This is an optimization exercise on Yosys and OpenROAD, whose aim is small area and a short achievable clock period, not a production implementation.
The RTL was checked by simulation tests, not by an equivalence proof against the original design.
No activity file was given, so power comes from the tool's default toggle rates.

## design/flow/run.sh

```bash
#!/bin/bash
# synth_recipe.tcl (not shown) runs the flow's synth.tcl, then flattens the netlist and writes it again
# the make line also repeats each setting of config.mk as NAME=value (left out here)
make -C /OpenROAD-flow-scripts/flow DESIGN_CONFIG=/design/flow/config.mk WORK_HOME=/design/flow/orfs CLKGATE_MAP_FILE= SYNTH_SCRIPT=/design/flow/synth_recipe.tcl finish
```

## design/flow/config.mk

```make
export PLATFORM = sky130hd
export DESIGN_NAME = multiplier_logic
export DESIGN_NICKNAME = multiplier_logic
export VERILOG_FILES = /design/flow/design.v
export SDC_FILE = /design/flow/constraint.sdc
export NUM_CORES = 4
export LEC_CHECK = 0
export CAP_MARGIN = 20
export CORE_MARGIN = 2
export CORE_UTILIZATION = 40
export CTS_CLUSTER_DIAMETER = 40
export CTS_CLUSTER_SIZE = 30
export SETUP_SLACK_MARGIN = 2.5
export SLEW_MARGIN = 20
export SYNTH_HIERARCHICAL = 1
export SYNTH_MINIMUM_KEEP_SIZE = 0
```

## design/flow/constraint.sdc

```tcl
create_clock -name core_clock -period 4.5 [get_ports {clk}]
set_input_delay 0.9000 -clock core_clock [delete_from_list [all_inputs] [get_ports {clk}]]
set_output_delay 0.9000 -clock core_clock [all_outputs]
set_load 0.01 [all_outputs]
```

## design/flow/design.v

```verilog
module multiplier_logic (
    input  wire        clk,
    input  wire        rst_n,
    input  wire [15:0] a,
    input  wire [15:0] b,
    output reg  [31:0] y
);
  reg r1_a0;
  reg r1_a1;
  reg r1_a2;
  reg r1_a3;
  reg r1_a4;
  reg r1_a5;
  reg r1_a6;
  reg r1_a7;
  reg r1_a8;
  reg r1_a9;
  reg r1_a10;
  reg r1_a11;
  reg r1_a12;
  reg r1_a13;
  reg r1_a14;
  reg r1_a15;
  reg r1_b15;
  reg r1_one1;
  reg r1_two2;
  reg r1_neg3;
  reg r1_one4;
  reg r1_two5;
  reg r1_neg6;
  reg r1_one7;
  reg r1_two8;
  reg r1_neg9;
  reg r1_one10;
  reg r1_two11;
  reg r1_neg12;
  reg r1_one13;
  reg r1_two14;
  reg r1_neg15;
  reg r1_one16;
  reg r1_two17;
  reg r1_neg18;
  reg r1_one19;
  reg r1_two20;
  reg r1_neg21;
  reg r1_one22;
  reg r1_two23;
  reg r1_neg24;
  reg r2_s193;
  reg r2_s195;
  reg r2_s199;
  reg r2_c200;
  reg r2_s201;
  reg r2_p63;
  reg r2_s203;
  reg r2_c202;
  reg r2_c204;
  reg r2_s205;
  reg r2_s207;
  reg r2_s209;
  reg r2_c210;
  reg r2_s213;
  reg r2_c214;
  reg r2_s219;
  reg r2_c218;
  reg r2_s221;
  reg r2_c220;
  reg r2_s223;
  reg r2_s227;
  reg r2_c224;
  reg r2_s229;
  reg r2_s233;
  reg r2_c230;
  reg r2_s235;
  reg r2_c236;
  reg r2_s241;
  reg r2_s243;
  reg r2_s245;
  reg r2_s247;
  reg r2_c242;
  reg r2_c244;
  reg r2_s249;
  reg r2_s253;
  reg r2_s255;
  reg r2_c250;
  reg r2_s257;
  reg r2_s261;
  reg r2_c258;
  reg r2_s263;
  reg r2_s265;
  reg r2_s269;
  reg r2_s271;
  reg r2_c264;
  reg r2_c266;
  reg r2_s273;
  reg r2_s279;
  reg r2_c274;
  reg r2_s281;
  reg r2_s283;
  reg r2_c282;
  reg r2_c284;
  reg r2_s291;
  reg r2_s293;
  reg r2_s297;
  reg r2_c292;
  reg r2_c294;
  reg r2_s299;
  reg r2_s301;
  reg r2_c300;
  reg r2_c302;
  reg r2_s307;
  reg r2_s309;
  reg r2_s311;
  reg r2_s313;
  reg r2_c308;
  reg r2_c310;
  reg r2_s315;
  reg r2_s317;
  reg r2_s319;
  reg r2_c316;
  reg r2_s321;
  reg r2_s325;
  reg r2_c322;
  reg r2_s327;
  reg r2_s331;
  reg r2_c328;
  reg r2_s333;
  reg r2_c332;
  reg r2_s335;
  reg r2_c334;
  reg r2_s337;
  reg r2_s339;
  reg r2_c338;
  reg r2_s341;
  reg r2_c342;
  reg r2_s345;
  reg r2_c346;
  reg r2_s349;
  reg r2_c348;
  reg r2_s351;
  reg r2_c350;
  reg r2_c352;
  reg r2_s353;
  reg r2_s355;
  reg r3_r2_s193;
  reg r3_r2_s195;
  reg r3_r2_s199;
  reg r3_s357;
  reg r3_s361;
  reg r3_s365;
  reg r3_c366;
  reg r3_s367;
  reg r3_r2_c210;
  reg r3_r2_s213;
  reg r3_c368;
  reg r3_r2_c214;
  reg r3_r2_s219;
  reg r3_r2_s223;
  reg r3_s369;
  reg r3_c370;
  reg r3_s371;
  reg r3_c372;
  reg r3_s373;
  reg r3_c374;
  reg r3_s375;
  reg r3_s377;
  reg r3_s379;
  reg r3_c380;
  reg r3_s383;
  reg r3_c384;
  reg r3_s387;
  reg r3_s393;
  reg r3_c392;
  reg r3_s397;
  reg r3_c394;
  reg r3_c398;
  reg r3_s401;
  reg r3_s407;
  reg r3_c406;
  reg r3_s411;
  reg r3_c408;
  reg r3_s417;
  reg r3_c416;
  reg r3_s421;
  reg r3_c418;
  reg r3_s425;
  reg r3_c424;
  reg r3_s427;
  reg r3_c426;
  reg r3_s431;
  reg r3_s435;
  reg r3_s437;
  reg r3_c436;
  reg r3_s439;
  reg r3_s441;
  reg r3_c440;
  reg r3_s443;
  reg r3_r2_s355;
  reg r3_c444;
  wire one1 = b[0] ^ 1'b0;
  wire two2 = (b[1] & ~b[0] & ~1'b0) | (~b[1] & b[0] & 1'b0);
  wire neg3 = b[1];
  wire one4 = b[2] ^ b[1];
  wire two5 = (b[3] & ~b[2] & ~b[1]) | (~b[3] & b[2] & b[1]);
  wire neg6 = b[3];
  wire one7 = b[4] ^ b[3];
  wire two8 = (b[5] & ~b[4] & ~b[3]) | (~b[5] & b[4] & b[3]);
  wire neg9 = b[5];
  wire one10 = b[6] ^ b[5];
  wire two11 = (b[7] & ~b[6] & ~b[5]) | (~b[7] & b[6] & b[5]);
  wire neg12 = b[7];
  wire one13 = b[8] ^ b[7];
  wire two14 = (b[9] & ~b[8] & ~b[7]) | (~b[9] & b[8] & b[7]);
  wire neg15 = b[9];
  wire one16 = b[10] ^ b[9];
  wire two17 = (b[11] & ~b[10] & ~b[9]) | (~b[11] & b[10] & b[9]);
  wire neg18 = b[11];
  wire one19 = b[12] ^ b[11];
  wire two20 = (b[13] & ~b[12] & ~b[11]) | (~b[13] & b[12] & b[11]);
  wire neg21 = b[13];
  wire one22 = b[14] ^ b[13];
  wire two23 = (b[15] & ~b[14] & ~b[13]) | (~b[15] & b[14] & b[13]);
  wire neg24 = b[15];
  wire p25 = ((r1_one1 & r1_a0) | (r1_two2 & 1'b0)) ^ r1_neg3;
  wire p26 = ((r1_one1 & r1_a1) | (r1_two2 & r1_a0)) ^ r1_neg3;
  wire p27 = ((r1_one1 & r1_a2) | (r1_two2 & r1_a1)) ^ r1_neg3;
  wire p28 = ((r1_one1 & r1_a3) | (r1_two2 & r1_a2)) ^ r1_neg3;
  wire p29 = ((r1_one1 & r1_a4) | (r1_two2 & r1_a3)) ^ r1_neg3;
  wire p30 = ((r1_one1 & r1_a5) | (r1_two2 & r1_a4)) ^ r1_neg3;
  wire p31 = ((r1_one1 & r1_a6) | (r1_two2 & r1_a5)) ^ r1_neg3;
  wire p32 = ((r1_one1 & r1_a7) | (r1_two2 & r1_a6)) ^ r1_neg3;
  wire p33 = ((r1_one1 & r1_a8) | (r1_two2 & r1_a7)) ^ r1_neg3;
  wire p34 = ((r1_one1 & r1_a9) | (r1_two2 & r1_a8)) ^ r1_neg3;
  wire p35 = ((r1_one1 & r1_a10) | (r1_two2 & r1_a9)) ^ r1_neg3;
  wire p36 = ((r1_one1 & r1_a11) | (r1_two2 & r1_a10)) ^ r1_neg3;
  wire p37 = ((r1_one1 & r1_a12) | (r1_two2 & r1_a11)) ^ r1_neg3;
  wire p38 = ((r1_one1 & r1_a13) | (r1_two2 & r1_a12)) ^ r1_neg3;
  wire p39 = ((r1_one1 & r1_a14) | (r1_two2 & r1_a13)) ^ r1_neg3;
  wire p40 = ((r1_one1 & r1_a15) | (r1_two2 & r1_a14)) ^ r1_neg3;
  wire p41 = ((r1_one1 & 1'b0) | (r1_two2 & r1_a15)) ^ r1_neg3;
  wire ns42 = ~r1_neg3;
  wire ng43 = r1_neg3;
  wire p44 = ((r1_one4 & r1_a0) | (r1_two5 & 1'b0)) ^ r1_neg6;
  wire p45 = ((r1_one4 & r1_a1) | (r1_two5 & r1_a0)) ^ r1_neg6;
  wire p46 = ((r1_one4 & r1_a2) | (r1_two5 & r1_a1)) ^ r1_neg6;
  wire p47 = ((r1_one4 & r1_a3) | (r1_two5 & r1_a2)) ^ r1_neg6;
  wire p48 = ((r1_one4 & r1_a4) | (r1_two5 & r1_a3)) ^ r1_neg6;
  wire p49 = ((r1_one4 & r1_a5) | (r1_two5 & r1_a4)) ^ r1_neg6;
  wire p50 = ((r1_one4 & r1_a6) | (r1_two5 & r1_a5)) ^ r1_neg6;
  wire p51 = ((r1_one4 & r1_a7) | (r1_two5 & r1_a6)) ^ r1_neg6;
  wire p52 = ((r1_one4 & r1_a8) | (r1_two5 & r1_a7)) ^ r1_neg6;
  wire p53 = ((r1_one4 & r1_a9) | (r1_two5 & r1_a8)) ^ r1_neg6;
  wire p54 = ((r1_one4 & r1_a10) | (r1_two5 & r1_a9)) ^ r1_neg6;
  wire p55 = ((r1_one4 & r1_a11) | (r1_two5 & r1_a10)) ^ r1_neg6;
  wire p56 = ((r1_one4 & r1_a12) | (r1_two5 & r1_a11)) ^ r1_neg6;
  wire p57 = ((r1_one4 & r1_a13) | (r1_two5 & r1_a12)) ^ r1_neg6;
  wire p58 = ((r1_one4 & r1_a14) | (r1_two5 & r1_a13)) ^ r1_neg6;
  wire p59 = ((r1_one4 & r1_a15) | (r1_two5 & r1_a14)) ^ r1_neg6;
  wire p60 = ((r1_one4 & 1'b0) | (r1_two5 & r1_a15)) ^ r1_neg6;
  wire ns61 = ~r1_neg6;
  wire ng62 = r1_neg6;
  wire p63 = ((r1_one7 & r1_a0) | (r1_two8 & 1'b0)) ^ r1_neg9;
  wire p64 = ((r1_one7 & r1_a1) | (r1_two8 & r1_a0)) ^ r1_neg9;
  wire p65 = ((r1_one7 & r1_a2) | (r1_two8 & r1_a1)) ^ r1_neg9;
  wire p66 = ((r1_one7 & r1_a3) | (r1_two8 & r1_a2)) ^ r1_neg9;
  wire p67 = ((r1_one7 & r1_a4) | (r1_two8 & r1_a3)) ^ r1_neg9;
  wire p68 = ((r1_one7 & r1_a5) | (r1_two8 & r1_a4)) ^ r1_neg9;
  wire p69 = ((r1_one7 & r1_a6) | (r1_two8 & r1_a5)) ^ r1_neg9;
  wire p70 = ((r1_one7 & r1_a7) | (r1_two8 & r1_a6)) ^ r1_neg9;
  wire p71 = ((r1_one7 & r1_a8) | (r1_two8 & r1_a7)) ^ r1_neg9;
  wire p72 = ((r1_one7 & r1_a9) | (r1_two8 & r1_a8)) ^ r1_neg9;
  wire p73 = ((r1_one7 & r1_a10) | (r1_two8 & r1_a9)) ^ r1_neg9;
  wire p74 = ((r1_one7 & r1_a11) | (r1_two8 & r1_a10)) ^ r1_neg9;
  wire p75 = ((r1_one7 & r1_a12) | (r1_two8 & r1_a11)) ^ r1_neg9;
  wire p76 = ((r1_one7 & r1_a13) | (r1_two8 & r1_a12)) ^ r1_neg9;
  wire p77 = ((r1_one7 & r1_a14) | (r1_two8 & r1_a13)) ^ r1_neg9;
  wire p78 = ((r1_one7 & r1_a15) | (r1_two8 & r1_a14)) ^ r1_neg9;
  wire p79 = ((r1_one7 & 1'b0) | (r1_two8 & r1_a15)) ^ r1_neg9;
  wire ns80 = ~r1_neg9;
  wire ng81 = r1_neg9;
  wire p82 = ((r1_one10 & r1_a0) | (r1_two11 & 1'b0)) ^ r1_neg12;
  wire p83 = ((r1_one10 & r1_a1) | (r1_two11 & r1_a0)) ^ r1_neg12;
  wire p84 = ((r1_one10 & r1_a2) | (r1_two11 & r1_a1)) ^ r1_neg12;
  wire p85 = ((r1_one10 & r1_a3) | (r1_two11 & r1_a2)) ^ r1_neg12;
  wire p86 = ((r1_one10 & r1_a4) | (r1_two11 & r1_a3)) ^ r1_neg12;
  wire p87 = ((r1_one10 & r1_a5) | (r1_two11 & r1_a4)) ^ r1_neg12;
  wire p88 = ((r1_one10 & r1_a6) | (r1_two11 & r1_a5)) ^ r1_neg12;
  wire p89 = ((r1_one10 & r1_a7) | (r1_two11 & r1_a6)) ^ r1_neg12;
  wire p90 = ((r1_one10 & r1_a8) | (r1_two11 & r1_a7)) ^ r1_neg12;
  wire p91 = ((r1_one10 & r1_a9) | (r1_two11 & r1_a8)) ^ r1_neg12;
  wire p92 = ((r1_one10 & r1_a10) | (r1_two11 & r1_a9)) ^ r1_neg12;
  wire p93 = ((r1_one10 & r1_a11) | (r1_two11 & r1_a10)) ^ r1_neg12;
  wire p94 = ((r1_one10 & r1_a12) | (r1_two11 & r1_a11)) ^ r1_neg12;
  wire p95 = ((r1_one10 & r1_a13) | (r1_two11 & r1_a12)) ^ r1_neg12;
  wire p96 = ((r1_one10 & r1_a14) | (r1_two11 & r1_a13)) ^ r1_neg12;
  wire p97 = ((r1_one10 & r1_a15) | (r1_two11 & r1_a14)) ^ r1_neg12;
  wire p98 = ((r1_one10 & 1'b0) | (r1_two11 & r1_a15)) ^ r1_neg12;
  wire ns99 = ~r1_neg12;
  wire ng100 = r1_neg12;
  wire p101 = ((r1_one13 & r1_a0) | (r1_two14 & 1'b0)) ^ r1_neg15;
  wire p102 = ((r1_one13 & r1_a1) | (r1_two14 & r1_a0)) ^ r1_neg15;
  wire p103 = ((r1_one13 & r1_a2) | (r1_two14 & r1_a1)) ^ r1_neg15;
  wire p104 = ((r1_one13 & r1_a3) | (r1_two14 & r1_a2)) ^ r1_neg15;
  wire p105 = ((r1_one13 & r1_a4) | (r1_two14 & r1_a3)) ^ r1_neg15;
  wire p106 = ((r1_one13 & r1_a5) | (r1_two14 & r1_a4)) ^ r1_neg15;
  wire p107 = ((r1_one13 & r1_a6) | (r1_two14 & r1_a5)) ^ r1_neg15;
  wire p108 = ((r1_one13 & r1_a7) | (r1_two14 & r1_a6)) ^ r1_neg15;
  wire p109 = ((r1_one13 & r1_a8) | (r1_two14 & r1_a7)) ^ r1_neg15;
  wire p110 = ((r1_one13 & r1_a9) | (r1_two14 & r1_a8)) ^ r1_neg15;
  wire p111 = ((r1_one13 & r1_a10) | (r1_two14 & r1_a9)) ^ r1_neg15;
  wire p112 = ((r1_one13 & r1_a11) | (r1_two14 & r1_a10)) ^ r1_neg15;
  wire p113 = ((r1_one13 & r1_a12) | (r1_two14 & r1_a11)) ^ r1_neg15;
  wire p114 = ((r1_one13 & r1_a13) | (r1_two14 & r1_a12)) ^ r1_neg15;
  wire p115 = ((r1_one13 & r1_a14) | (r1_two14 & r1_a13)) ^ r1_neg15;
  wire p116 = ((r1_one13 & r1_a15) | (r1_two14 & r1_a14)) ^ r1_neg15;
  wire p117 = ((r1_one13 & 1'b0) | (r1_two14 & r1_a15)) ^ r1_neg15;
  wire ns118 = ~r1_neg15;
  wire ng119 = r1_neg15;
  wire p120 = ((r1_one16 & r1_a0) | (r1_two17 & 1'b0)) ^ r1_neg18;
  wire p121 = ((r1_one16 & r1_a1) | (r1_two17 & r1_a0)) ^ r1_neg18;
  wire p122 = ((r1_one16 & r1_a2) | (r1_two17 & r1_a1)) ^ r1_neg18;
  wire p123 = ((r1_one16 & r1_a3) | (r1_two17 & r1_a2)) ^ r1_neg18;
  wire p124 = ((r1_one16 & r1_a4) | (r1_two17 & r1_a3)) ^ r1_neg18;
  wire p125 = ((r1_one16 & r1_a5) | (r1_two17 & r1_a4)) ^ r1_neg18;
  wire p126 = ((r1_one16 & r1_a6) | (r1_two17 & r1_a5)) ^ r1_neg18;
  wire p127 = ((r1_one16 & r1_a7) | (r1_two17 & r1_a6)) ^ r1_neg18;
  wire p128 = ((r1_one16 & r1_a8) | (r1_two17 & r1_a7)) ^ r1_neg18;
  wire p129 = ((r1_one16 & r1_a9) | (r1_two17 & r1_a8)) ^ r1_neg18;
  wire p130 = ((r1_one16 & r1_a10) | (r1_two17 & r1_a9)) ^ r1_neg18;
  wire p131 = ((r1_one16 & r1_a11) | (r1_two17 & r1_a10)) ^ r1_neg18;
  wire p132 = ((r1_one16 & r1_a12) | (r1_two17 & r1_a11)) ^ r1_neg18;
  wire p133 = ((r1_one16 & r1_a13) | (r1_two17 & r1_a12)) ^ r1_neg18;
  wire p134 = ((r1_one16 & r1_a14) | (r1_two17 & r1_a13)) ^ r1_neg18;
  wire p135 = ((r1_one16 & r1_a15) | (r1_two17 & r1_a14)) ^ r1_neg18;
  wire p136 = ((r1_one16 & 1'b0) | (r1_two17 & r1_a15)) ^ r1_neg18;
  wire ns137 = ~r1_neg18;
  wire ng138 = r1_neg18;
  wire p139 = ((r1_one19 & r1_a0) | (r1_two20 & 1'b0)) ^ r1_neg21;
  wire p140 = ((r1_one19 & r1_a1) | (r1_two20 & r1_a0)) ^ r1_neg21;
  wire p141 = ((r1_one19 & r1_a2) | (r1_two20 & r1_a1)) ^ r1_neg21;
  wire p142 = ((r1_one19 & r1_a3) | (r1_two20 & r1_a2)) ^ r1_neg21;
  wire p143 = ((r1_one19 & r1_a4) | (r1_two20 & r1_a3)) ^ r1_neg21;
  wire p144 = ((r1_one19 & r1_a5) | (r1_two20 & r1_a4)) ^ r1_neg21;
  wire p145 = ((r1_one19 & r1_a6) | (r1_two20 & r1_a5)) ^ r1_neg21;
  wire p146 = ((r1_one19 & r1_a7) | (r1_two20 & r1_a6)) ^ r1_neg21;
  wire p147 = ((r1_one19 & r1_a8) | (r1_two20 & r1_a7)) ^ r1_neg21;
  wire p148 = ((r1_one19 & r1_a9) | (r1_two20 & r1_a8)) ^ r1_neg21;
  wire p149 = ((r1_one19 & r1_a10) | (r1_two20 & r1_a9)) ^ r1_neg21;
  wire p150 = ((r1_one19 & r1_a11) | (r1_two20 & r1_a10)) ^ r1_neg21;
  wire p151 = ((r1_one19 & r1_a12) | (r1_two20 & r1_a11)) ^ r1_neg21;
  wire p152 = ((r1_one19 & r1_a13) | (r1_two20 & r1_a12)) ^ r1_neg21;
  wire p153 = ((r1_one19 & r1_a14) | (r1_two20 & r1_a13)) ^ r1_neg21;
  wire p154 = ((r1_one19 & r1_a15) | (r1_two20 & r1_a14)) ^ r1_neg21;
  wire p155 = ((r1_one19 & 1'b0) | (r1_two20 & r1_a15)) ^ r1_neg21;
  wire ns156 = ~r1_neg21;
  wire ng157 = r1_neg21;
  wire p158 = ((r1_one22 & r1_a0) | (r1_two23 & 1'b0)) ^ r1_neg24;
  wire p159 = ((r1_one22 & r1_a1) | (r1_two23 & r1_a0)) ^ r1_neg24;
  wire p160 = ((r1_one22 & r1_a2) | (r1_two23 & r1_a1)) ^ r1_neg24;
  wire p161 = ((r1_one22 & r1_a3) | (r1_two23 & r1_a2)) ^ r1_neg24;
  wire p162 = ((r1_one22 & r1_a4) | (r1_two23 & r1_a3)) ^ r1_neg24;
  wire p163 = ((r1_one22 & r1_a5) | (r1_two23 & r1_a4)) ^ r1_neg24;
  wire p164 = ((r1_one22 & r1_a6) | (r1_two23 & r1_a5)) ^ r1_neg24;
  wire p165 = ((r1_one22 & r1_a7) | (r1_two23 & r1_a6)) ^ r1_neg24;
  wire p166 = ((r1_one22 & r1_a8) | (r1_two23 & r1_a7)) ^ r1_neg24;
  wire p167 = ((r1_one22 & r1_a9) | (r1_two23 & r1_a8)) ^ r1_neg24;
  wire p168 = ((r1_one22 & r1_a10) | (r1_two23 & r1_a9)) ^ r1_neg24;
  wire p169 = ((r1_one22 & r1_a11) | (r1_two23 & r1_a10)) ^ r1_neg24;
  wire p170 = ((r1_one22 & r1_a12) | (r1_two23 & r1_a11)) ^ r1_neg24;
  wire p171 = ((r1_one22 & r1_a13) | (r1_two23 & r1_a12)) ^ r1_neg24;
  wire p172 = ((r1_one22 & r1_a14) | (r1_two23 & r1_a13)) ^ r1_neg24;
  wire p173 = ((r1_one22 & r1_a15) | (r1_two23 & r1_a14)) ^ r1_neg24;
  wire p174 = ((r1_one22 & 1'b0) | (r1_two23 & r1_a15)) ^ r1_neg24;
  wire ns175 = ~r1_neg24;
  wire ng176 = r1_neg24;
  wire p177 = r1_a0 & r1_b15;
  wire p178 = r1_a1 & r1_b15;
  wire p179 = r1_a2 & r1_b15;
  wire p180 = r1_a3 & r1_b15;
  wire p181 = r1_a4 & r1_b15;
  wire p182 = r1_a5 & r1_b15;
  wire p183 = r1_a6 & r1_b15;
  wire p184 = r1_a7 & r1_b15;
  wire p185 = r1_a8 & r1_b15;
  wire p186 = r1_a9 & r1_b15;
  wire p187 = r1_a10 & r1_b15;
  wire p188 = r1_a11 & r1_b15;
  wire p189 = r1_a12 & r1_b15;
  wire p190 = r1_a13 & r1_b15;
  wire p191 = r1_a14 & r1_b15;
  wire p192 = r1_a15 & r1_b15;
  wire s193 = ng43 ^ p25;
  wire c194 = ng43 & p25;
  wire s195 = p26 ^ c194;
  wire c196 = p26 & c194;
  wire s197, c198;
  mult_fa u_s197 (.x(ng62), .y(p27), .z(p44), .s(s197), .c(c198));
  wire s199 = c196 ^ s197;
  wire c200 = c196 & s197;
  wire s201, c202;
  mult_fa u_s201 (.x(p28), .y(p45), .z(c198), .s(s201), .c(c202));
  wire s203, c204;
  mult_fa u_s203 (.x(ng81), .y(p29), .z(p46), .s(s203), .c(c204));
  wire s205, c206;
  mult_fa u_s205 (.x(p30), .y(p47), .z(p64), .s(s205), .c(c206));
  wire s207, c208;
  mult_fa u_s207 (.x(ng100), .y(p31), .z(p48), .s(s207), .c(c208));
  wire s209, c210;
  mult_fa u_s209 (.x(p65), .y(p82), .z(c206), .s(s209), .c(c210));
  wire s211, c212;
  mult_fa u_s211 (.x(p32), .y(p49), .z(p66), .s(s211), .c(c212));
  wire s213, c214;
  mult_fa u_s213 (.x(p83), .y(c208), .z(s211), .s(s213), .c(c214));
  wire s215, c216;
  mult_fa u_s215 (.x(ng119), .y(p101), .z(p33), .s(s215), .c(c216));
  wire s217, c218;
  mult_fa u_s217 (.x(p50), .y(p67), .z(p84), .s(s217), .c(c218));
  wire s219, c220;
  mult_fa u_s219 (.x(c212), .y(s215), .z(s217), .s(s219), .c(c220));
  wire s221, c222;
  mult_fa u_s221 (.x(p102), .y(p34), .z(p51), .s(s221), .c(c222));
  wire s223, c224;
  mult_fa u_s223 (.x(p68), .y(p85), .z(c216), .s(s223), .c(c224));
  wire s225, c226;
  mult_fa u_s225 (.x(ng138), .y(p103), .z(p120), .s(s225), .c(c226));
  wire s227, c228;
  mult_fa u_s227 (.x(p35), .y(p52), .z(p69), .s(s227), .c(c228));
  wire s229, c230;
  mult_fa u_s229 (.x(p86), .y(c222), .z(s225), .s(s229), .c(c230));
  wire s231, c232;
  mult_fa u_s231 (.x(p104), .y(p121), .z(p36), .s(s231), .c(c232));
  wire s233, c234;
  mult_fa u_s233 (.x(p53), .y(p70), .z(p87), .s(s233), .c(c234));
  wire s235, c236;
  mult_fa u_s235 (.x(c226), .y(c228), .z(s231), .s(s235), .c(c236));
  wire s237, c238;
  mult_fa u_s237 (.x(ng157), .y(p105), .z(p122), .s(s237), .c(c238));
  wire s239, c240;
  mult_fa u_s239 (.x(p139), .y(p37), .z(p54), .s(s239), .c(c240));
  wire s241, c242;
  mult_fa u_s241 (.x(p71), .y(p88), .z(c232), .s(s241), .c(c242));
  wire s243, c244;
  mult_fa u_s243 (.x(c234), .y(s237), .z(s239), .s(s243), .c(c244));
  wire s245, c246;
  mult_fa u_s245 (.x(p106), .y(p123), .z(p140), .s(s245), .c(c246));
  wire s247, c248;
  mult_fa u_s247 (.x(p38), .y(p55), .z(p72), .s(s247), .c(c248));
  wire s249, c250;
  mult_fa u_s249 (.x(p89), .y(c238), .z(c240), .s(s249), .c(c250));
  wire s251, c252;
  mult_fa u_s251 (.x(ng176), .y(p107), .z(p124), .s(s251), .c(c252));
  wire s253, c254;
  mult_fa u_s253 (.x(p141), .y(p158), .z(p39), .s(s253), .c(c254));
  wire s255, c256;
  mult_fa u_s255 (.x(p56), .y(p73), .z(p90), .s(s255), .c(c256));
  wire s257, c258;
  mult_fa u_s257 (.x(c246), .y(c248), .z(s251), .s(s257), .c(c258));
  wire s259, c260;
  mult_fa u_s259 (.x(p108), .y(p125), .z(p142), .s(s259), .c(c260));
  wire s261, c262;
  mult_fa u_s261 (.x(p159), .y(p40), .z(p57), .s(s261), .c(c262));
  wire s263, c264;
  mult_fa u_s263 (.x(p74), .y(p91), .z(c252), .s(s263), .c(c264));
  wire s265, c266;
  mult_fa u_s265 (.x(c254), .y(c256), .z(s259), .s(s265), .c(c266));
  wire s267, c268;
  mult_fa u_s267 (.x(p177), .y(p109), .z(p126), .s(s267), .c(c268));
  wire s269, c270;
  mult_fa u_s269 (.x(p143), .y(p160), .z(p41), .s(s269), .c(c270));
  wire s271, c272;
  mult_fa u_s271 (.x(p58), .y(p75), .z(p92), .s(s271), .c(c272));
  wire s273, c274;
  mult_fa u_s273 (.x(c260), .y(c262), .z(s267), .s(s273), .c(c274));
  wire s275, c276;
  mult_fa u_s275 (.x(1'b1), .y(ns42), .z(p178), .s(s275), .c(c276));
  wire s277, c278;
  mult_fa u_s277 (.x(p110), .y(p127), .z(p144), .s(s277), .c(c278));
  wire s279, c280;
  mult_fa u_s279 (.x(p161), .y(p59), .z(p76), .s(s279), .c(c280));
  wire s281, c282;
  mult_fa u_s281 (.x(p93), .y(s275), .z(c268), .s(s281), .c(c282));
  wire s283, c284;
  mult_fa u_s283 (.x(c270), .y(c272), .z(s277), .s(s283), .c(c284));
  wire s285, c286;
  mult_fa u_s285 (.x(1'b1), .y(p179), .z(p111), .s(s285), .c(c286));
  wire s287, c288;
  mult_fa u_s287 (.x(p128), .y(p145), .z(p162), .s(s287), .c(c288));
  wire s289, c290;
  mult_fa u_s289 (.x(p60), .y(p77), .z(p94), .s(s289), .c(c290));
  wire s291, c292;
  mult_fa u_s291 (.x(c276), .y(c278), .z(c280), .s(s291), .c(c292));
  wire s293, c294;
  mult_fa u_s293 (.x(s285), .y(s287), .z(s289), .s(s293), .c(c294));
  wire s295, c296;
  mult_fa u_s295 (.x(ns61), .y(p180), .z(p112), .s(s295), .c(c296));
  wire s297, c298;
  mult_fa u_s297 (.x(p129), .y(p146), .z(p163), .s(s297), .c(c298));
  wire s299, c300;
  mult_fa u_s299 (.x(p78), .y(p95), .z(c286), .s(s299), .c(c300));
  wire s301, c302;
  mult_fa u_s301 (.x(c288), .y(c290), .z(s295), .s(s301), .c(c302));
  wire s303, c304;
  mult_fa u_s303 (.x(1'b1), .y(p181), .z(p113), .s(s303), .c(c304));
  wire s305, c306;
  mult_fa u_s305 (.x(p130), .y(p147), .z(p164), .s(s305), .c(c306));
  wire s307, c308;
  mult_fa u_s307 (.x(p79), .y(p96), .z(c296), .s(s307), .c(c308));
  wire s309, c310;
  mult_fa u_s309 (.x(c298), .y(s303), .z(s305), .s(s309), .c(c310));
  wire s311, c312;
  mult_fa u_s311 (.x(ns80), .y(p182), .z(p114), .s(s311), .c(c312));
  wire s313, c314;
  mult_fa u_s313 (.x(p131), .y(p148), .z(p165), .s(s313), .c(c314));
  wire s315, c316;
  mult_fa u_s315 (.x(p97), .y(c304), .z(c306), .s(s315), .c(c316));
  wire s317, c318;
  mult_fa u_s317 (.x(1'b1), .y(p183), .z(p115), .s(s317), .c(c318));
  wire s319, c320;
  mult_fa u_s319 (.x(p132), .y(p149), .z(p166), .s(s319), .c(c320));
  wire s321, c322;
  mult_fa u_s321 (.x(p98), .y(c312), .z(c314), .s(s321), .c(c322));
  wire s323, c324;
  mult_fa u_s323 (.x(ns99), .y(p184), .z(p116), .s(s323), .c(c324));
  wire s325, c326;
  mult_fa u_s325 (.x(p133), .y(p150), .z(p167), .s(s325), .c(c326));
  wire s327, c328;
  mult_fa u_s327 (.x(c318), .y(c320), .z(s323), .s(s327), .c(c328));
  wire s329, c330;
  mult_fa u_s329 (.x(1'b1), .y(p185), .z(p117), .s(s329), .c(c330));
  wire s331, c332;
  mult_fa u_s331 (.x(p134), .y(p151), .z(p168), .s(s331), .c(c332));
  wire s333, c334;
  mult_fa u_s333 (.x(c324), .y(c326), .z(s329), .s(s333), .c(c334));
  wire s335, c336;
  mult_fa u_s335 (.x(ns118), .y(p186), .z(p135), .s(s335), .c(c336));
  wire s337, c338;
  mult_fa u_s337 (.x(p152), .y(p169), .z(c330), .s(s337), .c(c338));
  wire s339, c340;
  mult_fa u_s339 (.x(1'b1), .y(p187), .z(p136), .s(s339), .c(c340));
  wire s341, c342;
  mult_fa u_s341 (.x(p153), .y(p170), .z(c336), .s(s341), .c(c342));
  wire s343, c344;
  mult_fa u_s343 (.x(ns137), .y(p188), .z(p154), .s(s343), .c(c344));
  wire s345, c346;
  mult_fa u_s345 (.x(p171), .y(c340), .z(s343), .s(s345), .c(c346));
  wire s347, c348;
  mult_fa u_s347 (.x(1'b1), .y(p189), .z(p155), .s(s347), .c(c348));
  wire s349, c350;
  mult_fa u_s349 (.x(p172), .y(c344), .z(s347), .s(s349), .c(c350));
  wire s351, c352;
  mult_fa u_s351 (.x(ns156), .y(p190), .z(p173), .s(s351), .c(c352));
  wire s353, c354;
  mult_fa u_s353 (.x(1'b1), .y(p191), .z(p174), .s(s353), .c(c354));
  wire s355, c356;
  mult_fa u_s355 (.x(ns175), .y(p192), .z(c354), .s(s355), .c(c356));
  wire s357 = r2_c200 ^ r2_s201;
  wire c358 = r2_c200 & r2_s201;
  wire s359, c360;
  mult_fa u_s359 (.x(r2_c202), .y(r2_p63), .z(r2_s203), .s(s359), .c(c360));
  wire s361 = c358 ^ s359;
  wire c362 = c358 & s359;
  wire s363, c364;
  mult_fa u_s363 (.x(r2_c204), .y(r2_s205), .z(c360), .s(s363), .c(c364));
  wire s365 = c362 ^ s363;
  wire c366 = c362 & s363;
  wire s367, c368;
  mult_fa u_s367 (.x(r2_s207), .y(r2_s209), .z(c364), .s(s367), .c(c368));
  wire s369, c370;
  mult_fa u_s369 (.x(r2_c218), .y(r2_c220), .z(r2_s221), .s(s369), .c(c370));
  wire s371, c372;
  mult_fa u_s371 (.x(r2_c224), .y(r2_s227), .z(r2_s229), .s(s371), .c(c372));
  wire s373, c374;
  mult_fa u_s373 (.x(r2_c230), .y(r2_s233), .z(r2_s235), .s(s373), .c(c374));
  wire s375, c376;
  mult_fa u_s375 (.x(r2_c236), .y(r2_s241), .z(r2_s243), .s(s375), .c(c376));
  wire s377, c378;
  mult_fa u_s377 (.x(r2_c242), .y(r2_c244), .z(r2_s245), .s(s377), .c(c378));
  wire s379, c380;
  mult_fa u_s379 (.x(r2_s247), .y(r2_s249), .z(c376), .s(s379), .c(c380));
  wire s381, c382;
  mult_fa u_s381 (.x(r2_c250), .y(r2_s253), .z(r2_s255), .s(s381), .c(c382));
  wire s383, c384;
  mult_fa u_s383 (.x(r2_s257), .y(c378), .z(s381), .s(s383), .c(c384));
  wire s385, c386;
  mult_fa u_s385 (.x(r2_c258), .y(r2_s261), .z(r2_s263), .s(s385), .c(c386));
  wire s387, c388;
  mult_fa u_s387 (.x(r2_s265), .y(c382), .z(s385), .s(s387), .c(c388));
  wire s389, c390;
  mult_fa u_s389 (.x(r2_c264), .y(r2_c266), .z(r2_s269), .s(s389), .c(c390));
  wire s391, c392;
  mult_fa u_s391 (.x(r2_s271), .y(r2_s273), .z(c386), .s(s391), .c(c392));
  wire s393, c394;
  mult_fa u_s393 (.x(s389), .y(c388), .z(s391), .s(s393), .c(c394));
  wire s395, c396;
  mult_fa u_s395 (.x(r2_c274), .y(r2_s279), .z(r2_s281), .s(s395), .c(c396));
  wire s397, c398;
  mult_fa u_s397 (.x(r2_s283), .y(c390), .z(s395), .s(s397), .c(c398));
  wire s399, c400;
  mult_fa u_s399 (.x(r2_c282), .y(r2_c284), .z(r2_s291), .s(s399), .c(c400));
  wire s401, c402;
  mult_fa u_s401 (.x(r2_s293), .y(c396), .z(s399), .s(s401), .c(c402));
  wire s403, c404;
  mult_fa u_s403 (.x(r2_c292), .y(r2_c294), .z(r2_s297), .s(s403), .c(c404));
  wire s405, c406;
  mult_fa u_s405 (.x(r2_s299), .y(r2_s301), .z(c400), .s(s405), .c(c406));
  wire s407, c408;
  mult_fa u_s407 (.x(s403), .y(c402), .z(s405), .s(s407), .c(c408));
  wire s409, c410;
  mult_fa u_s409 (.x(r2_c300), .y(r2_c302), .z(r2_s307), .s(s409), .c(c410));
  wire s411, c412;
  mult_fa u_s411 (.x(r2_s309), .y(c404), .z(s409), .s(s411), .c(c412));
  wire s413, c414;
  mult_fa u_s413 (.x(r2_c308), .y(r2_c310), .z(r2_s311), .s(s413), .c(c414));
  wire s415, c416;
  mult_fa u_s415 (.x(r2_s313), .y(r2_s315), .z(c410), .s(s415), .c(c416));
  wire s417, c418;
  mult_fa u_s417 (.x(s413), .y(c412), .z(s415), .s(s417), .c(c418));
  wire s419, c420;
  mult_fa u_s419 (.x(r2_c316), .y(r2_s317), .z(r2_s319), .s(s419), .c(c420));
  wire s421, c422;
  mult_fa u_s421 (.x(r2_s321), .y(c414), .z(s419), .s(s421), .c(c422));
  wire s423, c424;
  mult_fa u_s423 (.x(r2_c322), .y(r2_s325), .z(r2_s327), .s(s423), .c(c424));
  wire s425, c426;
  mult_fa u_s425 (.x(c420), .y(s423), .z(c422), .s(s425), .c(c426));
  wire s427, c428;
  mult_fa u_s427 (.x(r2_c328), .y(r2_s331), .z(r2_s333), .s(s427), .c(c428));
  wire s429, c430;
  mult_fa u_s429 (.x(r2_c332), .y(r2_c334), .z(r2_s335), .s(s429), .c(c430));
  wire s431, c432;
  mult_fa u_s431 (.x(r2_s337), .y(c428), .z(s429), .s(s431), .c(c432));
  wire s433, c434;
  mult_fa u_s433 (.x(r2_c338), .y(r2_s339), .z(r2_s341), .s(s433), .c(c434));
  wire s435, c436;
  mult_fa u_s435 (.x(c430), .y(s433), .z(c432), .s(s435), .c(c436));
  wire s437, c438;
  mult_fa u_s437 (.x(r2_c342), .y(r2_s345), .z(c434), .s(s437), .c(c438));
  wire s439, c440;
  mult_fa u_s439 (.x(r2_c346), .y(r2_s349), .z(c438), .s(s439), .c(c440));
  wire s441, c442;
  mult_fa u_s441 (.x(r2_c348), .y(r2_c350), .z(r2_s351), .s(s441), .c(c442));
  wire s443, c444;
  mult_fa u_s443 (.x(r2_c352), .y(r2_s353), .z(c442), .s(s443), .c(c444));
  wire s445 = r3_c368 ^ r3_r2_c210;
  wire c446 = r3_c368 & r3_r2_c210;
  wire s447 = r3_r2_c214 ^ r3_r2_s219;
  wire c448 = r3_r2_c214 & r3_r2_s219;
  wire s449 = r3_r2_s223 ^ r3_s369;
  wire c450 = r3_r2_s223 & r3_s369;
  wire s451 = r3_c370 ^ r3_s371;
  wire c452 = r3_c370 & r3_s371;
  wire s453 = r3_c372 ^ r3_s373;
  wire c454 = r3_c372 & r3_s373;
  wire s455 = r3_c374 ^ r3_s375;
  wire c456 = r3_c374 & r3_s375;
  wire s457 = r3_s377 ^ r3_s379;
  wire c458 = r3_s377 & r3_s379;
  wire s459 = r3_c380 ^ r3_s383;
  wire c460 = r3_c380 & r3_s383;
  wire s461 = r3_c384 ^ r3_s387;
  wire c462 = r3_c384 & r3_s387;
  wire s463 = r3_c392 ^ r3_c394;
  wire c464 = r3_c392 & r3_c394;
  wire s465 = r3_c398 ^ r3_s401;
  wire c466 = r3_c398 & r3_s401;
  wire s467 = r3_c406 ^ r3_c408;
  wire c468 = r3_c406 & r3_c408;
  wire s469 = r3_c416 ^ r3_c418;
  wire c470 = r3_c416 & r3_c418;
  wire s471 = r3_c424 ^ r3_c426;
  wire c472 = r3_c424 & r3_c426;
  wire [31:0] ra = {r3_c444, r3_s443, r3_c440, r3_s439, r3_c436, r3_s435, r3_s431, r3_s427, r3_s425, r3_s421, r3_s417, r3_s411, r3_s407, c464, r3_s397, r3_s393, c460, c458, c456, c454, c452, c450, c448, c446, r3_r2_s213, r3_c366, r3_s365, r3_s361, r3_s357, r3_r2_s199, r3_r2_s195, r3_r2_s193};
  wire [31:0] rb = {r3_r2_s355, 1'b0, r3_s441, 1'b0, r3_s437, 1'b0, c472, s471, c470, s469, c468, s467, c466, s465, s463, c462, s461, s459, s457, s455, s453, s451, s449, s447, s445, r3_s367, 1'b0, 1'b0, 1'b0, 1'b0, 1'b0, 1'b0};
  wire [16:0] plo = ra[15:0] + rb[15:0];
  reg [16:0] r4_plo;
  reg [15:0] r4_ha, r4_hb;
  always @(posedge clk) begin r4_plo <= plo; r4_ha <= ra[31:16]; r4_hb <= rb[31:16]; end
  wire [15:0] phi = r4_ha + r4_hb + r4_plo[16];
  wire [31:0] prod = {phi, r4_plo[15:0]};
  always @(posedge clk) begin
    r1_a0 <= a[0];
    r1_a1 <= a[1];
    r1_a2 <= a[2];
    r1_a3 <= a[3];
    r1_a4 <= a[4];
    r1_a5 <= a[5];
    r1_a6 <= a[6];
    r1_a7 <= a[7];
    r1_a8 <= a[8];
    r1_a9 <= a[9];
    r1_a10 <= a[10];
    r1_a11 <= a[11];
    r1_a12 <= a[12];
    r1_a13 <= a[13];
    r1_a14 <= a[14];
    r1_a15 <= a[15];
    r1_b15 <= b[15];
    r1_one1 <= one1;
    r1_two2 <= two2;
    r1_neg3 <= neg3;
    r1_one4 <= one4;
    r1_two5 <= two5;
    r1_neg6 <= neg6;
    r1_one7 <= one7;
    r1_two8 <= two8;
    r1_neg9 <= neg9;
    r1_one10 <= one10;
    r1_two11 <= two11;
    r1_neg12 <= neg12;
    r1_one13 <= one13;
    r1_two14 <= two14;
    r1_neg15 <= neg15;
    r1_one16 <= one16;
    r1_two17 <= two17;
    r1_neg18 <= neg18;
    r1_one19 <= one19;
    r1_two20 <= two20;
    r1_neg21 <= neg21;
    r1_one22 <= one22;
    r1_two23 <= two23;
    r1_neg24 <= neg24;
    r2_s193 <= s193;
    r2_s195 <= s195;
    r2_s199 <= s199;
    r2_c200 <= c200;
    r2_s201 <= s201;
    r2_p63 <= p63;
    r2_s203 <= s203;
    r2_c202 <= c202;
    r2_c204 <= c204;
    r2_s205 <= s205;
    r2_s207 <= s207;
    r2_s209 <= s209;
    r2_c210 <= c210;
    r2_s213 <= s213;
    r2_c214 <= c214;
    r2_s219 <= s219;
    r2_c218 <= c218;
    r2_s221 <= s221;
    r2_c220 <= c220;
    r2_s223 <= s223;
    r2_s227 <= s227;
    r2_c224 <= c224;
    r2_s229 <= s229;
    r2_s233 <= s233;
    r2_c230 <= c230;
    r2_s235 <= s235;
    r2_c236 <= c236;
    r2_s241 <= s241;
    r2_s243 <= s243;
    r2_s245 <= s245;
    r2_s247 <= s247;
    r2_c242 <= c242;
    r2_c244 <= c244;
    r2_s249 <= s249;
    r2_s253 <= s253;
    r2_s255 <= s255;
    r2_c250 <= c250;
    r2_s257 <= s257;
    r2_s261 <= s261;
    r2_c258 <= c258;
    r2_s263 <= s263;
    r2_s265 <= s265;
    r2_s269 <= s269;
    r2_s271 <= s271;
    r2_c264 <= c264;
    r2_c266 <= c266;
    r2_s273 <= s273;
    r2_s279 <= s279;
    r2_c274 <= c274;
    r2_s281 <= s281;
    r2_s283 <= s283;
    r2_c282 <= c282;
    r2_c284 <= c284;
    r2_s291 <= s291;
    r2_s293 <= s293;
    r2_s297 <= s297;
    r2_c292 <= c292;
    r2_c294 <= c294;
    r2_s299 <= s299;
    r2_s301 <= s301;
    r2_c300 <= c300;
    r2_c302 <= c302;
    r2_s307 <= s307;
    r2_s309 <= s309;
    r2_s311 <= s311;
    r2_s313 <= s313;
    r2_c308 <= c308;
    r2_c310 <= c310;
    r2_s315 <= s315;
    r2_s317 <= s317;
    r2_s319 <= s319;
    r2_c316 <= c316;
    r2_s321 <= s321;
    r2_s325 <= s325;
    r2_c322 <= c322;
    r2_s327 <= s327;
    r2_s331 <= s331;
    r2_c328 <= c328;
    r2_s333 <= s333;
    r2_c332 <= c332;
    r2_s335 <= s335;
    r2_c334 <= c334;
    r2_s337 <= s337;
    r2_s339 <= s339;
    r2_c338 <= c338;
    r2_s341 <= s341;
    r2_c342 <= c342;
    r2_s345 <= s345;
    r2_c346 <= c346;
    r2_s349 <= s349;
    r2_c348 <= c348;
    r2_s351 <= s351;
    r2_c350 <= c350;
    r2_c352 <= c352;
    r2_s353 <= s353;
    r2_s355 <= s355;
    r3_r2_s193 <= r2_s193;
    r3_r2_s195 <= r2_s195;
    r3_r2_s199 <= r2_s199;
    r3_s357 <= s357;
    r3_s361 <= s361;
    r3_s365 <= s365;
    r3_c366 <= c366;
    r3_s367 <= s367;
    r3_r2_c210 <= r2_c210;
    r3_r2_s213 <= r2_s213;
    r3_c368 <= c368;
    r3_r2_c214 <= r2_c214;
    r3_r2_s219 <= r2_s219;
    r3_r2_s223 <= r2_s223;
    r3_s369 <= s369;
    r3_c370 <= c370;
    r3_s371 <= s371;
    r3_c372 <= c372;
    r3_s373 <= s373;
    r3_c374 <= c374;
    r3_s375 <= s375;
    r3_s377 <= s377;
    r3_s379 <= s379;
    r3_c380 <= c380;
    r3_s383 <= s383;
    r3_c384 <= c384;
    r3_s387 <= s387;
    r3_s393 <= s393;
    r3_c392 <= c392;
    r3_s397 <= s397;
    r3_c394 <= c394;
    r3_c398 <= c398;
    r3_s401 <= s401;
    r3_s407 <= s407;
    r3_c406 <= c406;
    r3_s411 <= s411;
    r3_c408 <= c408;
    r3_s417 <= s417;
    r3_c416 <= c416;
    r3_s421 <= s421;
    r3_c418 <= c418;
    r3_s425 <= s425;
    r3_c424 <= c424;
    r3_s427 <= s427;
    r3_c426 <= c426;
    r3_s431 <= s431;
    r3_s435 <= s435;
    r3_s437 <= s437;
    r3_c436 <= c436;
    r3_s439 <= s439;
    r3_s441 <= s441;
    r3_c440 <= c440;
    r3_s443 <= s443;
    r3_r2_s355 <= r2_s355;
    r3_c444 <= c444;
  end
  reg [3:0] v;
  always @(posedge clk) begin
    if (!rst_n) begin
      v <= 4'd0;
      y <= 32'd0;
    end else begin
      v <= {v[2:0], 1'b1};
      y <= v[3] ? prod : 32'd0;
    end
  end
endmodule
module mult_fa (input wire x, input wire y, input wire z, output wire s, output wire c);
  assign s = x ^ y ^ z;
  assign c = (x & y) | (x & z) | (y & z);
endmodule
```

==> results.sh, run 1 <==
export IMPL_status="complete, no violations"
export IMPL_drt_initial_drc_count=715
export IMPL_final_area_um2=15100
export IMPL_clk_pin_slew_ps=60
export IMPL_gp_congestion=0.826
export IMPL_hp_start="r2_s355"
export IMPL_port_buffers=65
export IMPL_grt_pass1_wl_um=41800
export IMPL_rsz0062_at_grt="yes"
export IMPL_die_height_um=179
export IMPL_finClkSkew_ps=19.8
export IMPL_grt_pass1_vias=7712
export IMPL_drv_slew=0
export IMPL_cts_tree="built"
export IMPL_period_share=0.445
export IMPL_root_buffer="clkbuf_16"
export IMPL_hold_class="flop to flop"
export IMPL_io_pins=66
export IMPL_fin_cells=1496
export IMPL_grtUsageTotal=0.169
export IMPL_synth_compound_area_frac=0.113
export IMPL_critical_path_peak_fanout=9
export IMPL_start_util=0.403
export IMPL_pwr_density_cell_nw_per_um2=678
export IMPL_drive_gt1_frac=0.172
export IMPL_tightest_slew_ps=586
export IMPL_fin_nets=1268
export IMPL_muxShareOfSynthArea=0.000816
export IMPL_crit_required_ps=4890
export IMPL_ys_ff_latch=273
export IMPL_postSynthAreaPerCell_um2=12.1
export IMPL_dieWidth_um=179
export IMPL_async_reset_ff_frac=0
export IMPL_period_needed_ps=2000
export IMPL_dpl_cell_area_um2=13100
export IMPL_grt_max_degree=36
export IMPL_cts_made_buffers=39
export IMPL_antenna_found_initial=0
export IMPL_synth_flop_cell="dfxtp_1"
export IMPL_insertion_delay_ps=520
export IMPL_die_area_um2=32100
export IMPL_crit_type="flop to flop"
export IMPL_holdWs_ps=308
export IMPL_mostFrequentLayoutCell="dfxtp_1"
export IMPL_min_to="r3_r2_s355"
export IMPL_synth_top_family_by_area="adder cells"
export IMPL_maxCapViolations=0
export IMPL_cts_sinks=273
export IMPL_worstRegToRegCells=5
export IMPL_syn_inst=1011
export IMPL_vias=7565
export IMPL_synthAdderAreaFrac=0.241
export IMPL_syn_to_final_growth_pct=22.7
export IMPL_r2r_slack_ps=2500
export IMPL_yosys_cell_types_count=47
export IMPL_drtAntennaViolNets=0
export IMPL_ir_worst_vdd_v=0.000264
export IMPL_layout_common_cells="dfxtp_1 (234), xnor2_1 (140), fa_1 (118), a22oi_1 (116), clkbuf_16 (41)"
export IMPL_place_ws_ps=1890
export IMPL_worstPathArrival_ps=2390
export IMPL_cp_end_kind="flop"
export IMPL_setup_violations=0
export IMPL_wl_per_cell_um=17.9
export IMPL_drc=0
export IMPL_viasPerCell=5.06
export IMPL_hold_viol=0
export IMPL_hold_depth=0
export IMPL_relSlewSlack=0.609
export IMPL_htree_num_levels=2
export IMPL_fmax_mhz=499
export IMPL_worstReg2RegStart="r1_one7"
export IMPL_synth_edff_count=0
export IMPL_synth_area_um2=12300
export IMPL_rows=64
export IMPL_drt_pass1_iter_count=5
export IMPL_synth_warnings=7
export IMPL_dp_hpwl_um=17200
export IMPL_layout_setup_ws_ps=2500
export IMPL_regArea_um2=5610
export IMPL_clockBufferDepth=3
export IMPL_p_leak_nw=5.92
export IMPL_antenna_cells=0
export IMPL_tns_ps=0
export IMPL_drt_total_wl_um=26800
export IMPL_synth_xor_area_frac=0.110
export IMPL_dp_cells=1398
export IMPL_core_um2=30400
export IMPL_startpoint_type="flop"
export IMPL_reg2reg_to="r2_s243"
export IMPL_grt_ovfl_total=0
export IMPL_synth_seq_area_share=0.445
export IMPL_multi_input_area_um2=6600
export IMPL_fillers=2721
export IMPL_synthSimpleGateAreaFrac=0.0569
-- critical path, stage by stage, from the launching register on --
cell,delay (ps)
dfxtp_4,440
buf_4,230
a22oi_1,110
xnor2_1,180
fa_1,460
fa_1,450
-- synth_stat cells (2+ instances only) --
library cell | n | share of area
nand3_1 | 7 | 0.0029
and2_1 | 25 | 0.013
dfxtp_1 | 273 | 0.45
inv_1 | 15 | 0.0046
nand4_1 | 2 | 0.0010
nor3_2 | 2 | 0.0016
and3_1 | 20 | 0.010
nor2b_1 | 4 | 0.0020
o2111ai_1 | 2 | 0.0014
clkbuf_1 | 70 | 0.021
a211o_1 | 2 | 0.0014
a21oi_1 | 20 | 0.0082
o21ai_0 | 16 | 0.0065
nand2_1 | 25 | 0.0076
fa_1 | 123 | 0.20
o211ai_1 | 5 | 0.0031
ha_1 | 40 | 0.041
xor2_1 | 12 | 0.0086
nand2b_1 | 8 | 0.0041
nor2_1 | 19 | 0.0058
o31ai_1 | 2 | 0.0012
nor3_1 | 3 | 0.0012
a22oi_1 | 120 | 0.073
nand3b_1 | 6 | 0.0037
xnor2_1 | 142 | 0.10
nor3b_1 | 4 | 0.0024
a21o_1 | 6 | 0.0037
a211oi_1 | 2 | 0.0012
buf_2 | 15 | 0.0061
o21a_1 | 4 | 0.0024
-- sequential cells by signal, summed over array words and instances (netlist names), 4 cells and up --
| name | flops |
|---|---|
| r4_ha | 16 |
| r4_hb | 13 |
| r4_plo | 17 |
| v | 4 |
| y | 32 |
-- power breakdown --
group | switching, W | total, W | internal [W] | leakage, nW
Sequential | 0.000477 | 0.00379 | 0.00331 | 2.30
Combinational | 0.00172 | 0.00333 | 0.00162 | 2.96
Clock | 0.00117 | 0.00309 | 0.00192 | 0.661
Total | 0.00336 | 0.0102 | 0.00685 | 5.92
-- worst max path at each step --
stage	start	to	slack (ps)
2_1_floorplan	r1_one1	r2_s219	2460
3_3_place_gp	r1_a9	r2_s283	1930
3_5_place_dp	r1_a9	r2_s283	1890
4_1_cts	r4_plo[16]	y[28]	2470
5_1_grt	r4_hb[0]	y[30]	2420
6_report	r1_one7	r2_s243	2500
-- repair_timing --
| action | in CTS | in global routing |
|---|---|---|
| resized for setup | 142 | 45 |
| pin swaps | 12 | 11 |
| hold buffers | 0 | 0 |
| endpoints found under the setup margin | 110 | 56 |
| setup buffers | 3 | 25 |
-- layout make-up --
class / instances / area share
sequential: 273 / 0.372
clock buffer: 45 / 0.0705
timing repair buffer: 98 / 0.0611
tap: 396 / 0.0329
inverter: 15 / 0.00374
clock inverter: 25 / 0.0212
multi-input combinational: 644 / 0.438
-- Yosys stat by module, one instance, submodules excluded --
module,times used,cell area [um^2],cells inside,flops+latches
multiplier_logic,1,9870,891,273
mult_fa,120,20.0,1,0
-- cell families after synthesis --
| logic type | count (synthesis) |
|---|---|
| compound gates | 190 |
| xor+xnor | 154 |
| fa+ha+maj | 163 |
| buf+inv | 101 |
| flops | 273 |
| mux | 1 |
| other cells | 1 |
| simple gates | 128 |
-- layer usage --
layer | vias up | GRT usage | part of all wire
met1 | 3642 | 0.233 | 0.44
met5 | - | 0 | 0
met3 | 65 | 0.0397 | 0.088
met4 | 0 | 0.0618 | 0.027
met2 | 330 | 0.259 | 0.44
li1 | 3528 | - | -
-- per-stage QoR --
step | power, W | utilization
5_1_grt | 0.0110 | 0.495
2_1_floorplan | 0.00606 | -
4_1_cts | 0.0102 | 0.485
6_report | 0.0102 | 0.495
3_5_place_dp | 0.00698 | 0.432
3_3_place_gp | 0.00688 | 0.432
==> run 2, diff against run 1 <==
--- a/design/flow/config.mk
+++ b/design/flow/config.mk
@@ -9,6 +9,7 @@
 export CORE_MARGIN = 2
 export CORE_UTILIZATION = 40
-export CTS_CLUSTER_DIAMETER = 40
-export CTS_CLUSTER_SIZE = 30
+export CTS_BUF_LIST = sky130_fd_sc_hd__clkbuf_16 sky130_fd_sc_hd__clkbuf_8
+export CTS_CLUSTER_DIAMETER = 60
+export CTS_CLUSTER_SIZE = 40
 export SETUP_SLACK_MARGIN = 2.5
 export SLEW_MARGIN = 20
==> results.sh, run 2 <==
export IMPL_path_delay_family="adder cells"
export IMPL_ir_worst_vdd_v=0.000280
export IMPL_synth_seq_area_share=0.445
export IMPL_synth_area_um2=12300
export IMPL_status="complete, no violations"
export IMPL_largest_reg_flops=32
export IMPL_critical_path_peak_fanout=17
export IMPL_start_util=0.403
export IMPL_p_leak_nw=5.56
export IMPL_period_needed_ps=2030
export IMPL_cts_tree="built"
export IMPL_port_buffers=65
export IMPL_synth_warnings=7
export IMPL_antenna_found_initial=0
export IMPL_async_reset_ff_frac=0
export IMPL_die_area_um2=32100
export IMPL_root_buffer="clkbuf_16"
export IMPL_startpoint_type="flop"
export IMPL_syn_inst=1011
export IMPL_antenna_cells=0
export IMPL_postSynthAreaPerCell_um2=12.1
export IMPL_cts_sinks=273
export IMPL_rsz0062_at_grt="yes"
export IMPL_finClkSkew_ps=11.0
export IMPL_insertion_delay_ps=510
export IMPL_drive_gt1_frac=0.146
export IMPL_worstRegToRegCells=4
export IMPL_grt_pass1_wl_um=41200
export IMPL_reg2reg_to="r2_s283"
export IMPL_yosysTopAreaCellShare=0.445
export IMPL_crit_required_ps=4900
export IMPL_synth_most_common_cell="dfxtp_1"
export IMPL_dp_hpwl_um=17200
export IMPL_drc=0
export IMPL_clockBufferDepth=3
export IMPL_max_stage_delay_ps=530
export IMPL_drt_initial_drc_count=562
export IMPL_fmax_mhz=493
export IMPL_hp_start="r2_s355"
export IMPL_grt_ovfl_total=0
export IMPL_viasPerCell=5.08
export IMPL_path_cells="a22oi_1 -> xnor2_2 -> fa_1 -> fa_1"
export IMPL_regArea_um2=5610
export IMPL_drv_slew=0
export IMPL_maxCapViolations=0
export IMPL_fin_nets=1241
export IMPL_crit_buf_inv=0
export IMPL_rows=64
export IMPL_vias=7385
export IMPL_grt_max_degree=36
export IMPL_die_height_um=179
export IMPL_pwr_density_cell_nw_per_um2=635
export IMPL_synth_edff_count=0
export IMPL_synth_largest_area_cell="dfxtp_1"
export IMPL_fillers=2799
export IMPL_crit_slowest_cell="dfxtp_4"
export IMPL_cts_made_buffers=20
export IMPL_synthTopCellsByArea="dfxtp_1 (45%), fa_1 (20%), xnor2_1 (10%)"
export IMPL_r2r_slack_ps=2470
export IMPL_finish_utilization=0.467
export IMPL_setup_violations=0
export IMPL_drtAntennaViolNets=0
export IMPL_crit_top_cell="fa_1"
export IMPL_mostFrequentLayoutCell="dfxtp_1"
export IMPL_clk_pin_slew_ps=80
export IMPL_tightest_slew_ps=561
export IMPL_syn_to_final_growth_pct=15.7
export IMPL_synth_common_cells="dfxtp_1 (273), xnor2_1 (142), fa_1 (123), a22oi_1 (120), clkbuf_1 (70)"
export IMPL_grt_pass1_vias=7539
export IMPL_tns_ps=0
export IMPL_regMostFlops="y"
export IMPL_core_um2=30400
export IMPL_relSlewSlack=0.625
export IMPL_yosys_cell_types_count=47
export IMPL_wl_per_cell_um=18.1
export IMPL_drt_total_wl_um=26300
export IMPL_multi_input_area_um2=6570
export IMPL_worstPathArrival_ps=2420
export IMPL_layout_common_cells="dfxtp_1 (230), xnor2_1 (141), fa_1 (120), a22oi_1 (119), dfxtp_4 (37)"
export IMPL_ys_ff_latch=273
export IMPL_top_regs="y x32, r4_plo x17, r4_ha x16"
export IMPL_cp_depth=4
export IMPL_drt_pass1_iter_count=5
export IMPL_cts_hold_buf=0
export IMPL_gp_congestion=0.826
export IMPL_htree_num_levels=1
export IMPL_crit_type="flop to flop"
export IMPL_hold_depth=0
export IMPL_dieWidth_um=179
export IMPL_hold_class="flop to flop"
export IMPL_io_pins=66
export IMPL_synth_flop_cell="dfxtp_1"
export IMPL_hold_viol=0
export IMPL_period_share=0.451
export IMPL_grtUsageTotal=0.166
export IMPL_worstReg2RegStart="r1_a8"
export IMPL_cp_end_kind="flop"
export IMPL_min_to="r3_r2_s355"
## run 2: changes by cell type in the layout (fill, tap and decap cells not counted), moves of 4 or more
cell             before  now
clkbuf_2             11   20
clkbuf_16            41   21
buf_12                5    1
dfxtp_2               2    6
inv_6                 6    1
dfxtp_1             234  230
clkdlybuf4s15_1      20    9
## run 2: area by class of cell
| cell class | count | share of cell area |
|---|---|---|
| flip-flops and latches | 273 | 0.395 |
| repair buffers | 90 | 0.0526 |
| multi-input cells | 644 | 0.463 |
| clock buffers | 22 | 0.0380 |
| well taps | 396 | 0.0349 |
| clock inverters | 14 | 0.0124 |
| inverters | 15 | 0.00397 |
## run 2: metrics by stage
step | hold WS (ps) | std cells | worst slack (ps) | power (W) | cell area (um^2)
after floorplan | 310 | 1018 | 2460 | 0.00606 | 12400
after global placement | 313 | 1398 | 1930 | 0.00688 | 13100
after detailed placement | 312 | 1398 | 1890 | 0.00698 | 13100
after CTS | 326 | 1436 | 2460 | 0.00904 | 14100
after global routing | 329 | 1454 | 2410 | 0.00976 | 14200
final | 327 | 1454 | 2470 | 0.00902 | 14200
## run 2: power breakdown
part / internal [W] / total, W / switching (W)
combinational: 0.00160 / 0.00330 / 0.00171
sequential: 0.00331 / 0.00379 / 0.000485
clock: 0.00102 / 0.00192 / 0.000901
## run 2: worst max-delay path by stage
stage | from | end
finish | r1_a8 | r2_s283
floorplan | r1_one1 | r2_s219
detailed placement | r1_a9 | r2_s283
global route | r1_one16 | r2_c342
CTS | r4_plo[16] | y[28]
global placement | r1_a9 | r2_s283
## run 2: cell families after synthesis
group	after synthesis	share of synthesized area
mux	1	0.000816
flops	273	0.445
simple gates	128	0.0569
buf+inv	101	0.0324
fa+ha+maj	163	0.241
xor+xnor	154	0.110
other cells	1	0.000306
compound gates	190	0.113
## run 2: layer usage
metal	global-route usage	vias to the layer above	share of wire
met1	0.235	3577	0.46
met5	0	-	0
li1	-	3446	-
met3	0.0316	48	0.081
met4	0.0481	0	0.022
met2	0.259	314	0.44
## run 2: modules after synthesis (local to each module, per instance)
| module | times used | cell area (um^2) |
|---|---|---|
| mult_fa | 120 | 20.0 |
| multiplier_logic | 1 | 9870 |
## run 2: what timing repair did
item / 4_1_cts / 5_1_grt
setup endpoints to repair: 111 / 65
pin swaps: 12 / 7
gates resized for setup: 148 / 47
setup buffers: 2 / 18
==> run 3, diff against run 2 <==
--- a/design/flow/config.mk
+++ b/design/flow/config.mk
@@ -9,9 +9,7 @@
 export CORE_MARGIN = 2
 export CORE_UTILIZATION = 40
-export CTS_BUF_LIST = sky130_fd_sc_hd__clkbuf_16 sky130_fd_sc_hd__clkbuf_8
-export CTS_CLUSTER_DIAMETER = 60
-export CTS_CLUSTER_SIZE = 40
-export SETUP_SLACK_MARGIN = 2.5
+export SETUP_SLACK_MARGIN = 2.6
 export SLEW_MARGIN = 20
 export SYNTH_HIERARCHICAL = 1
 export SYNTH_MINIMUM_KEEP_SIZE = 0
+export TNS_END_PERCENT = 5
==> results.sh, run 3 <==
export IMPL_status="complete, no violations"
export IMPL_cp_end_kind="flop"
export IMPL_clk_pin_slew_ps=60
export IMPL_largest_reg_flops=32
export IMPL_synth_common_cells="dfxtp_1 (273), xnor2_1 (142), fa_1 (123), a22oi_1 (120), clkbuf_1 (70)"
export IMPL_cts_hold_buf=0
export IMPL_viasPerCell=4.96
export IMPL_root_buffer="clkbuf_16"
export IMPL_ir_worst_vdd_v=0.000310
export IMPL_dp_hpwl_um=17500
export IMPL_crit_type="flop to flop"
export IMPL_drive_gt1_frac=0.177
export IMPL_relSlewSlack=0.625
export IMPL_synth_area_um2=12300
export IMPL_cts_made_buffers=28
export IMPL_dieWidth_um=179
export IMPL_period_share=0.454
export IMPL_grt_max_degree=30
export IMPL_crit_required_ps=4910
export IMPL_worstReg2RegStart="r1_two8"
export IMPL_finClkSkew_ps=7.45
export IMPL_synth_largest_area_cell="dfxtp_1"
export IMPL_worstPathArrival_ps=2450
export IMPL_postSynthAreaPerCell_um2=12.1
export IMPL_maxCapViolations=0
export IMPL_cp_startpoint="r1_two8"
export IMPL_fin_nets=1269
export IMPL_syn_inst=1011
export IMPL_gp_congestion=0.838
export IMPL_antenna_found_initial=0
export IMPL_synth_flop_cell="dfxtp_1"
export IMPL_grt_ovfl_total=0
export IMPL_vias=7390
export IMPL_fillers=2748
export IMPL_dp_cells=1400
export IMPL_regMostFlops="y"
export IMPL_worstRegToRegCells=4
export IMPL_antenna_cells=0
export IMPL_synth_warnings=7
export IMPL_ys_ff_latch=273
export IMPL_top_regs="y x32, r4_plo x17, r4_ha x16"
export IMPL_yosys_cell_types_count=47
export IMPL_start_util=0.403
export IMPL_setup_violations=0
export IMPL_r2r_slack_ps=2460
export IMPL_drtAntennaViolNets=0
export IMPL_clockBufferDepth=3
export IMPL_io_pins=66
export IMPL_fmax_mhz=490
export IMPL_fin_cells=1489
export IMPL_mostFrequentLayoutCell="dfxtp_1"
export IMPL_synth_most_common_cell="dfxtp_1"
export IMPL_finish_utilization=0.489
export IMPL_tightest_slew_ps=561
export IMPL_critPathCapture="r2_s293"
export IMPL_drt_initial_drc_count=485
export IMPL_drv_slew=0
export IMPL_reg2reg_to="r2_s293"
export IMPL_cts_tree="built"
export IMPL_startpoint_type="flop"
export IMPL_grt_pass1_wl_um=43400
export IMPL_layout_common_cells="dfxtp_1 (233), xnor2_1 (140), fa_1 (116), a22oi_1 (90)"
export IMPL_drt_pass1_iter_count=6
export IMPL_hold_viol=0
export IMPL_port_buffers=65
export IMPL_p_leak_nw=5.91
export IMPL_synth_edff_count=0
export IMPL_core_um2=30400
export IMPL_grt_pass1_vias=7795
export IMPL_die_area_um2=32100
export IMPL_tns_ps=0
export IMPL_syn_to_final_growth_pct=21.4
export IMPL_layout_setup_ws_ps=2460
export IMPL_holdWs_ps=320
export IMPL_grtUsageTotal=0.176
export IMPL_synth_seq_area_share=0.445
export IMPL_place_ws_ps=1970
export IMPL_htree_num_levels=1
export IMPL_yosysTopAreaCellShare=0.445
export IMPL_wl_per_cell_um=18.3
export IMPL_drc=0
export IMPL_hold_class="flop to flop"
export IMPL_pwr_density_cell_nw_per_um2=635
export IMPL_synthTopCellsByArea="dfxtp_1 (45%), fa_1 (20%), xnor2_1 (10%)"
export IMPL_drt_total_wl_um=27200
export IMPL_period_needed_ps=2040
export IMPL_rows=64
export IMPL_insertion_delay_ps=540
export IMPL_cts_sinks=273
export IMPL_rsz0062_at_grt="yes"
export IMPL_async_reset_ff_frac=0
export IMPL_critical_path_peak_fanout=16
export IMPL_die_height_um=179
-- run 3: cell counts after synthesis --
No cell type changed its count.
-- run 3: area by class of cell --
class                      count  area [um^2]  area share
clock inverter                15          180      0.0121
multi-input combinational    644         6680       0.449
timing repair buffer         110         1060      0.0715
tap                          396          495      0.0333
clock buffer                  36          802      0.0539
inverter                      15         56.3     0.00378
sequential                   273         5610       0.377
-- run 3: where the power goes --
group	leakage [nW]	internal [W]	total, W	switching [W]
combinational	3.12	0.00157	0.00329	0.00171
clock	0.482	0.00144	0.00240	0.000957
sequential	2.30	0.00331	0.00377	0.000465
total	5.91	0.00632	0.00946	0.00313
-- run 3: layer usage --
layer / global-route usage / up-vias / routed length (um)
li1: - / 3516 / -
met5: 0 / - / 0
met3: 0.0324 / 56 / 2190
met2: 0.269 / 286 / 11600
met4: 0.0628 / 0 / 721
met1: 0.249 / 3532 / 12700
-- run 3: worst min path at each step --
stage                     slack, ps  cells after the start       start          to
after detailed placement        310                      0     r3_s425    r4_ha[7]
final                           320                      0     r3_s365   r4_plo[5]
after global placement          310                      0     r3_s431    r4_ha[9]
after global routing            330                      0  r3_r2_s199   r4_plo[2]
after CTS                       320                      0     r3_s365   r4_plo[5]
after floorplan                 310                      0     r2_c210  r3_r2_c210
-- run 3: metrics by stage --
step | area (um^2) | power [W]
2_1_floorplan | 12800 | 0.00612
3_5_place_dp | 13300 | 0.00699
4_1_cts | 14800 | 0.00950
6_report | 14900 | 0.00946
3_3_place_gp | 13300 | 0.00691
5_1_grt | 14900 | 0.0103
-- run 3: worst max-delay path, cell delays in order, from the launching register on --
cell and delay (ps):
dfxtp_4 520, a22oi_2 90, xnor2_1 170, fa_1 660
fa_1 460
-- run 3: modules after synthesis, one instance, submodules excluded --
module / times used / flip-flops and latches
multiplier_logic: 1 / 273
mult_fa: 120 / 0
-- run 3: cells by family after synthesis --
family	Yosys count	synth area share
adder cells (fa/ha/maj)	163	0.241
buffers and inverters	101	0.0324
multiplexers	1	0.000816
AND/OR/NAND/NOR	128	0.0569
flip-flops	273	0.445
other	1	0.000306
XOR/XNOR	154	0.110
AO/OA/AOI/OAI	190	0.113
-- run 3: what timing repair did --
item                       4_1_cts  5_1_grt
gates resized for setup        138       12
buffers inserted                32        6
pin swaps                        8        5
setup endpoints to repair      131       99

[afterwards: timing with drivers on the ports]
The results above use ideal ports. As a check the final layouts listed here were re-extracted and re-timed, cells and wires unchanged. Step 1, drivers: a clkbuf_16 drives clk and a buf_2 each remaining input, both assumed. Step 2 also shifts input and output timing later by t, the mid clock arrival at the registers, as if the neighbouring blocks saw the same clock. Slacks: no drivers / after step 1 / after step 2; pairs: no drivers / after step 1.
run	shift t [ns]	slack for setup (ns)
run 1	0.554	2.498 / 2.498 / 2.093
run 2	0.554	2.470 / 2.470 / 2.086
run 3	0.583	2.459 / 2.448 / 2.089
After both steps every run listed still meets setup and hold.
